Background: an optimization exercise with open tools, aiming at small area and a short achievable clock period. Do not read the settings as production practice. RTL that was checked went through simulation tests only; none was proved equivalent to the original. No activity file was given, so power comes from the tool's default toggle rates.

==> v10: inputs <==
==> flow/design.v (excerpt) <==
module roadrash_top (
    input         clk,
    input         reset,
    input  [5:0]  pBtns,
    input  [7:0]  duty_cycle,
    output [9:0]  bike_col_position,
    output [9:0]  left_car_row, left_car_column,
    output [9:0]  right_car_row, right_car_column,
    output [9:0]  middle_car_row, middle_car_column,
    output [2:0]  left_car_icon_num, right_car_icon_num, middle_car_icon_num,
    output [2:0]  background_num,
    output [3:0]  speed_hunds, speed_tens, speed_ones,
    output [3:0]  score_ones, score_tens, score_hunds,
    output [3:0]  score_thous, score_tenthous, score_hundthous,
    output        pwm_audio_out
    );
    localparam integer CLK_FREQUENCY_HZ = 20000;
    wire [1:0] dist_tenthous, speed_h;
    final_main #(.CLK_FREQUENCY_HZ(CLK_FREQUENCY_HZ)) CONTROLLER (
        .clk(clk), .reset(reset), .pBtns(pBtns),
        .bike_col_position(bike_col_position),
        .left_car_row(left_car_row), .left_car_column(left_car_column),
        .right_car_row(right_car_row), .right_car_column(right_car_column),
        .middle_car_row(middle_car_row), .middle_car_column(middle_car_column),
        .left_car_icon_num(left_car_icon_num), .right_car_icon_num(right_car_icon_num),
        .middle_car_icon_num(middle_car_icon_num), .background_num(background_num),
        .speed_hunds(speed_h), .speed_tens(speed_tens), .speed_ones(speed_ones),
        .dist_ones(score_ones), .dist_tens(score_tens), .dist_hunds(score_hunds),
        .dist_thous(score_thous), .dist_tenthous(dist_tenthous)
    );
    assign score_tenthous  = {2'b00, dist_tenthous};
    assign score_hundthous = 4'd0;
    assign speed_hunds = {2'b00, speed_h};
    pwm_audio #(.CLK_FREQUENCY_HZ(CLK_FREQUENCY_HZ)) AUDIO (
        .clk(clk), .reset(reset), .speed({speed_h, speed_tens, speed_ones}), .duty_cycle(duty_cycle),
        .pwm_audio_out(pwm_audio_out)
    );
endmodule
==> flow/config.mk <==
export PLATFORM = sky130hd
export DESIGN_NAME = roadrash_top
export DESIGN_NICKNAME = roadrash_top
export VERILOG_FILES = /design/flow/design.v
export SDC_FILE = /design/flow/constraint.sdc
export NUM_CORES = 4
export LEC_CHECK = 0
export ABC_AREA = 1
export CAP_MARGIN = 20
export CORE_MARGIN = 2
export CORE_UTILIZATION = 40
export CTS_BUF_LIST = sky130_fd_sc_hd__clkbuf_8
export CTS_CLUSTER_SIZE = 30
export SLEW_MARGIN = 20
==> flow/constraint.sdc <==
create_clock -name core_clock -period 80.0 [get_ports {clk}]
set_input_delay 16.0000 -clock core_clock [delete_from_list [all_inputs] [get_ports {clk}]]
set_output_delay 16.0000 -clock core_clock [all_outputs]
set_load 0.01 [all_outputs]
standard.sh (not shown) runs the stock make flow with config.mk's settings and CLKGATE_MAP_FILE= SYNTH_SCRIPT=/design/flow/synth_recipe.tcl, a recipe that flattens the netlist after the stock synthesis.
==> flow/flow/run.sh <==
#!/bin/bash
set -euo pipefail
rm -rf scripts_area
cp -r "$FLOW_HOME/scripts" scripts_area
cp flow/abc_area.script scripts_area/abc_area.script
SCRIPTS_DIR="$PWD/scripts_area" ADDER_MAP_FILE= bash standard.sh synth > synth.log 2>&1
BUFFER_PORTS_ARGS="-buffer_cell sky130_fd_sc_hd__buf_1" bash standard.sh finish > layout.log 2>&1
==> flow/flow/abc_area.script <==
strash
&get -n
&fraig -x
&put
dc2
strash
&get -n
&deepsyn -T 30
&put
strash
&get -n
&dch -f
&nf -R 1000
&put
topo
==> inputs of v29, as changes to v10 <==
--- a/flow/design.v
+++ b/flow/design.v
@@ -158,68 +158,68 @@
             bike_col <= 9'd227;
         end else if (tick50hz) begin
             if (pBtns[2])
                 bike_col <= bike_right;
             else if (pBtns[4])
                 bike_col <= bike_left;
         end
     end
-    reg [9:0] lrow;
+    reg [8:0] lrow;
     reg [9:0] lcol;
-    assign left_car_row    = lrow;
+    assign left_car_row    = {~lrow[8], lrow};
     assign left_car_column = lcol;
     wire [6:0] lm    = lrow[6:0];
-    wire       lhold = lrow[9];
+    wire       lhold = ~lrow[8];
     reg [3:0] ldelta;
     reg [2:0] licon;
     always @(posedge clk) begin
         if (reset) begin
-            lrow              <= 10'd767;
+            lrow              <= 9'h0ff;        
             lcol              <= 10'd1023;
             left_car_icon_num <= 3'd0;
         end else if (tick50hz) begin
             if (left_obstacle_flag) begin
-                lrow              <= 10'd400;
+                lrow              <= 9'h190;        
                 lcol              <= 10'd500;
                 left_car_icon_num <= 3'd0;
             end else if (lhold) begin
                 left_car_icon_num <= 3'd0;
             end else begin
                 lrow[6:0] <= lm + 7'd1;
-                if (lm == 7'd127) lrow[9:7] <= 3'b100;
+                if (lm == 7'd127) lrow[8:7] <= 2'b00;    
                 lcol <= lcol - ldelta;
                 left_car_icon_num <= licon;
             end
         end
     end
     always @(*) begin
         if (lm < 7'd31)       begin ldelta = 4'd3;  licon = 3'd2; end
         else if (lm == 7'd31) begin ldelta = 4'd15; licon = 3'd3; end
         else if (lm < 7'd46)  begin ldelta = 4'd4;  licon = 3'd3; end
         else if (lm < 7'd86)  begin ldelta = (lm == 7'd46) ? 4'd4 : 4'd5; licon = 3'd4; end
         else                  begin ldelta = 4'd6;  licon = 3'd5; end
     end
-    reg [9:8] rrow_hi;
+    reg       rrow8;
     reg [6:0] rm;
     reg [8:0] rcol;
-    assign right_car_row    = {rrow_hi, 1'b1, rm};
+    assign right_car_row    = {~rrow8, rrow8, 1'b1, rm};
     assign right_car_column = {1'b1, rcol};
     wire rhold = ((rcol[8:3] == 6'b111111) & (rcol[2] | (rcol[1] & rcol[0])));
     reg [2:0] rdelta;
     reg [2:0] ricon;
     always @(posedge clk) begin
         if (reset) begin
-            rrow_hi            <= 2'b10;
+            rrow8              <= 1'b0;
             rm                 <= 7'd127;
             rcol               <= 9'd511;
             right_car_icon_num <= 3'd0;
         end else if (tick50hz) begin
             if (right_obstacle_flag) begin
-                rrow_hi            <= 2'b01;
+                rrow8              <= 1'b1;
                 rm                 <= 7'd16;
                 rcol               <= 9'd12;
                 right_car_icon_num <= 3'd0;
             end else if (rhold) begin
                 right_car_icon_num <= 3'd0;
             end else begin
                 rm <= rm + 7'd1;
                 rcol <= rcol + rdelta;
==> flow/flow/run.sh (replaced) <==
#!/bin/bash
set -euo pipefail
rm -rf scripts_area
cp -r "$FLOW_HOME/scripts" scripts_area
cp flow/abc_area.script scripts_area/abc_area.script
SCRIPTS_DIR="$PWD/scripts_area" ADDER_MAP_FILE= bash standard.sh synth > synth.log 2>&1
SETUP_SLACK_MARGIN=62.75 BUFFER_PORTS_ARGS="-buffer_cell sky130_fd_sc_hd__buf_1" bash standard.sh finish > layout.log 2>&1
==> flow/config.mk (replaced) <==
export PLATFORM = sky130hd
export DESIGN_NAME = roadrash_top
export DESIGN_NICKNAME = roadrash_top
export VERILOG_FILES = /design/flow/design.v
export SDC_FILE = /design/flow/constraint.sdc
export NUM_CORES = 4
export LEC_CHECK = 0
export ABC_AREA = 1
export CAP_MARGIN = 20
export CORE_MARGIN = 2
export CORE_UTILIZATION = 65
export CTS_BUF_LIST = sky130_fd_sc_hd__clkbuf_8
export CTS_CLUSTER_SIZE = 30
export SLEW_MARGIN = 20
==> metrics.md <==
| Metric | Value |
|---|---|
| Outcome | `finished clean` |
| Util after Layout | `0.470` |
| Reg2reg start | `CONTROLLER.SPEED.speed_ones[3]` |
| DR WL/cell | `13.4 um` |
| Post-Synth Adder-Cell Area | `0.00704` |
| Hold Worst Slack | `448 ps` |
| Clock power frac | `0.420` |
| Placed Area | `7750 um2` |
| CP Cell Sequence | `clkbuf_2 > buf_4 > clkinv_1 > buf_4 > and3_1 > mux2_1` |
| FF-to-FF End | `CONTROLLER.dist_tenthous[0]` |
| Clk slew on worst S/H paths | `80 ps` |
# the run above: v10

==> metrics.md <==
| Metric | Value |
|---|---|
| Outcome | `finished clean` |
| Ys async rst share | `0` |
| Post-Synth Adder-Cell Area | `0.00427` |
| Reg2reg start | `AUDIO.clk_cnt[4]` |
| Util after Layout | `0.772` |
| Cell-internal power | `111 uW` |
| Core Region | `10,400 um2` |
| FF-to-FF End | `AUDIO.clk_cnt[4]` |
| Share of cells above drive strength 1 | `0.0557` |
| Crit share post-route | `0.216` |
| Starting DRT DRC Count | `501` |
| Clock power frac | `0.441` |
| Total Routed Length | `16,300 um` |
| Seq. pwr | `74.4 uW` |
| Placed Area | `7560 um2` |
| Max VDD drop | `0.0000119 V` |
| Root buffer cell | `clkbuf_8` |
| DR WL/cell | `13.8 um` |
| CP Cell Sequence | `buf_6 > nand2b_4 > maj3_2 > maj3_2 > maj3_2 > o21ai_2 > a22oi_1 > o21a_1 > o221a_1` |
| Hold Worst Slack | `460 ps` |
| Clk slew on worst S/H paths | `70 ps` |
# the run above: v29

Function not checked in v29: the RTL went through the layout flow alone.

---

==> quartz: inputs <==
roadrash_top, a different RTL version from the one above (not shown whole).
export LEC_CHECK = 0
export CAP_MARGIN = 20
export CORE_MARGIN = 2
export CORE_UTILIZATION = 40
export SLEW_MARGIN = 20
create_clock -name core_clock -period 80.0 [get_ports {clk}]
==> flow/flow/run.sh <==
#!/bin/bash
# Layout flow: the standard flow (standard.sh), unchanged synthesis and
# floorplan, with the port buffers made from sky130_fd_sc_hd__buf_1 instead of
# the delay cell buffer_ports picks by default (it takes the weakest buffer).
# Each step's full output goes to a log file in this folder.
set -euo pipefail
export BUFFER_PORTS_ARGS="-buffer_cell sky130_fd_sc_hd__buf_1"
bash standard.sh synth > synth.log 2>&1
bash standard.sh finish > layout.log 2>&1
==> inputs of ember, as changes to quartz <==
--- a/flow/design.v
+++ b/flow/design.v
@@ -7,17 +7,17 @@
     input       [5:0] pBtns,
     output      [9:0] bike_col_position,
     output      [9:0] left_car_row, left_car_column,
     output      [9:0] right_car_row, right_car_column,
     output      [9:0] middle_car_row, middle_car_column,
     output reg  [2:0] left_car_icon_num, right_car_icon_num, middle_car_icon_num,
     output reg  [2:0] background_num,
     output reg  [7:0] speed,
-    output reg  [7:0] speed_step,  
+    output reg  [7:0] speed_d,     
     output reg  [3:0] dist_ones, dist_tens, dist_hunds, dist_thous,
     output reg  [1:0] dist_tenthous
 );
     reg [6:0] c;           
     reg [2:0] h8;          
     reg [2:0] d5, e5;      
     reg       tick50hz;
     reg       bg_step;
@@ -96,42 +96,44 @@
             end else begin
                 acceleration      <= 8'd0;
                 acceleration_flag <= 1'b0;
                 deceleration_flag <= 1'b1;
             end
         end
     end
     always @(*) begin
-        speed_step = speed;
-        if (tick50hz) begin
+        speed_d = speed;
+        if (reset) begin
+            speed_d = 8'd0;
+        end else if (tick50hz) begin
             if (deceleration_flag) begin
                 if (speed > 8'd8)
-                    speed_step = speed + sdelta;
+                    speed_d = speed + sdelta;
                 else
-                    speed_step = 8'd0;
+                    speed_d = 8'd0;
             end else if (acceleration_flag) begin
                 if (speed < 8'd248)
-                    speed_step = speed + sdelta;
+                    speed_d = speed + sdelta;
                 else
-                    speed_step = 8'd255;
+                    speed_d = 8'd255;
             end
         end
     end
     reg [7:0] sdelta;
     always @(*) begin
         if (deceleration_flag)
             sdelta = (acceleration[7:6] != 2'b00) ? 8'hfe : 8'hff;
         else
             sdelta = (acceleration[7:6] == 2'b11) ? 8'd8 :
                      (acceleration[7:6] == 2'b10) ? 8'd4 :
                      (acceleration[7:6] == 2'b01) ? 8'd2 : 8'd1;
     end
     always @(posedge clk)
-        speed <= reset ? 8'd0 : speed_step;
+        speed <= speed_d;
     wire [4:0] dist_add = (speed[7:6] == 2'b00) ? 5'd1 :
                           (speed[7:6] == 2'b01) ? 5'd2 :
                           (speed[7:6] == 2'b10) ? 5'd4 : 5'd8;
     wire [4:0] ones_sum = dist_add + dist_ones;
     wire       c0 = (ones_sum >= 5'd10);
     wire       c1 = c0 & (dist_tens == 4'd9);
     wire       c2 = c1 & (dist_hunds == 4'd9);
     wire       c3 = c2 & (dist_thous == 4'd9);
@@ -290,18 +292,17 @@
         end else begin
             middle_car_icon_num <= 3'd0;
         end
     end
 endmodule
 `timescale 1ns / 1ps
 module bcd_module (
     input            clk,
-    input            reset,
-    input      [7:0] speed_next,      
+    input      [7:0] speed_next,
     output reg [1:0] speed_hunds,
     output reg [3:0] speed_tens,
     output reg [3:0] speed_ones
 );
     function [3:0] add3;
         input [3:0] x;
         begin
             add3[3] = x[3] | (x[2] & (x[1] | x[0]));
@@ -314,25 +315,19 @@
     wire [3:0] a1 = add3({1'b0, s[7:5]});
     wire [3:0] a2 = add3({a1[2:0], s[4]});
     wire [3:0] a3 = add3({a2[2:0], s[3]});
     wire [3:0] a4 = add3({a3[2:0], s[2]});
     wire [3:0] a5 = add3({1'b0, a1[3], a2[3], a3[3]});
     wire [3:0] a6 = add3({a4[2:0], s[1]});
     wire [3:0] a7 = add3({a5[2:0], a4[3]});
     always @(posedge clk) begin
-        if (reset) begin
-            speed_ones  <= 4'd0;
-            speed_tens  <= 4'd0;
-            speed_hunds <= 2'd0;
-        end else begin
-            speed_ones  <= {a6[2:0], s[0]};
-            speed_tens  <= {a7[2:0], a6[3]};
-            speed_hunds <= {a5[3], a7[3]};
-        end
+        speed_ones  <= {a6[2:0], s[0]};
+        speed_tens  <= {a7[2:0], a6[3]};
+        speed_hunds <= {a5[3], a7[3]};
     end
 endmodule
 module pwm_audio #(
     parameter integer CLK_FREQUENCY_HZ = 20000
 ) (
     input            clk,
     input            reset,
     input      [7:0] speed,
@@ -532,24 +527,24 @@
     final_main #(.CLK_FREQUENCY_HZ(CLK_FREQUENCY_HZ)) CONTROLLER (
         .clk(clk), .reset(reset), .pBtns(pBtns),
         .bike_col_position(bike_col_position),
         .left_car_row(left_car_row), .left_car_column(left_car_column),
         .right_car_row(right_car_row), .right_car_column(right_car_column),
         .middle_car_row(middle_car_row), .middle_car_column(middle_car_column),
         .left_car_icon_num(left_car_icon_num), .right_car_icon_num(right_car_icon_num),
         .middle_car_icon_num(middle_car_icon_num), .background_num(background_num),
-        .speed(speed), .speed_step(speed_next),
+        .speed(speed), .speed_d(speed_next),
         .dist_ones(score_ones), .dist_tens(score_tens), .dist_hunds(score_hunds),
         .dist_thous(score_thous), .dist_tenthous(dist_tenthous)
     );
     assign score_tenthous  = {2'b00, dist_tenthous};
     assign score_hundthous = 4'd0;
     bcd_module BCD (
-        .clk(clk), .reset(reset), .speed_next(speed_next),
+        .clk(clk), .speed_next(speed_next),
         .speed_hunds(speed_h), .speed_tens(speed_tens), .speed_ones(speed_ones)
     );
     assign speed_hunds = {2'b00, speed_h};
     pwm_audio #(.CLK_FREQUENCY_HZ(CLK_FREQUENCY_HZ)) AUDIO (
         .clk(clk), .reset(reset), .speed(speed), .duty_cycle(duty_cycle),
         .pwm_audio_out(pwm_audio_out)
     );
 endmodule
==> flow/run.sh (new file) <==
#!/bin/bash
# synth_recipe.tcl (not shown) runs the flow's synth.tcl, then flattens the netlist and writes it again
# the make line also repeats each setting of config.mk as NAME=value (left out here)
make -C /OpenROAD-flow-scripts/flow DESIGN_CONFIG=/design/flow/config.mk WORK_HOME=/design/flow/orfs CLKGATE_MAP_FILE= SYNTH_SCRIPT=/design/flow/synth_recipe.tcl finish
removed: flow/flow/run.sh
removed: flow/standard.sh
==> metrics.md <==
| Metric | Value |
|---|---|
| Status | complete, no violations |
| Post-synth cell types | 87 |
| Core Util, Final | 45.63% |
| Fmax | 56.17 MHz |
| Post-Route WL | 22,560 um |
| Post-synthesis mux area share | 1.635% |
| Max-slew headroom | 40.99% |
| Comb pwr share | between 10 and 15% |
| Worst path max stage delay | 370 ps |
| Gate Count Post-Synth | 1,191 |
| DIE AREA | 25,370 um2 |
| Peak VDD IR | 0.00001475 V |
| Non-Clock Buffer Area Fraction | 4.228% |
| Mapped cell area | between 9000 and 10,000 um2 |
| Die X | 159.3 um |
# the run above: quartz

==> metrics.md <==
| Metric | Value |
|---|---|
| Status | complete, no violations |
| DIE AREA | ~24,000 um2 |
| Post-Route WL | 21,750 um |
| Die X | 156.5 um |
| Core Util, Final | 48.90% |
| Non-Clock Buffer Area Fraction | 10.50% |
| Mapped cell area | 9303 um2 |
| Worst path max stage delay | 620 ps |
| Comb pwr share | 12.9% |
| Peak VDD IR | 0.00001746 V |
| Worst-path fanout max | 16 |
| Register share of the cell area | between 20% and 30% |
| Fmax | around 55 MHz |
| Number of synthesized flops with an enable pin | 0 |
| Post-synthesis mux area share | roughly 1.4% |
| Post-synth cell types | 81 |
| WS Path Type | in2reg |
| Gate Count Post-Synth | 1,159 |
# the run above: ember

Function was not checked in any run of this note: the RTL went through the layout flow alone.

[what the ideal ports hide]
Ports are ideal in the flow. The routed layouts listed here were re-timed in OpenROAD. Step 1: set_driving_cell puts a clkbuf_16 on clk and a buf_2 on each other input, an assumption about the parent block. Step 2 times the ports against the registers' clock, not the clock port: input delays grow and output delays shrink by t, the midpoint of the rising clock arrivals with the driver on. Slacks: no drivers / after step 1 / after step 2; pairs: no drivers / after step 1.
| run | shift t [ns] | slack for setup (ns) | worst setup path after step 2 |
|---|---|---|---|
| v10 | 0.479 | 62.418 / 62.428 / 61.949 | input to register |
| v29 | 0.477 | 62.726 / 62.731 / 62.253 | input to register |
| quartz | 0.473 | 62.196 / 62.222 / 61.749 | input to register |
| ember | 0.468 | 61.804 / 61.819 / 61.352 | input to register |
After both steps every run listed still meets setup and hold. For v29, which loses most, drivers alone change the setup slack by +0.005 ns; drivers and shift together by -0.473 ns.
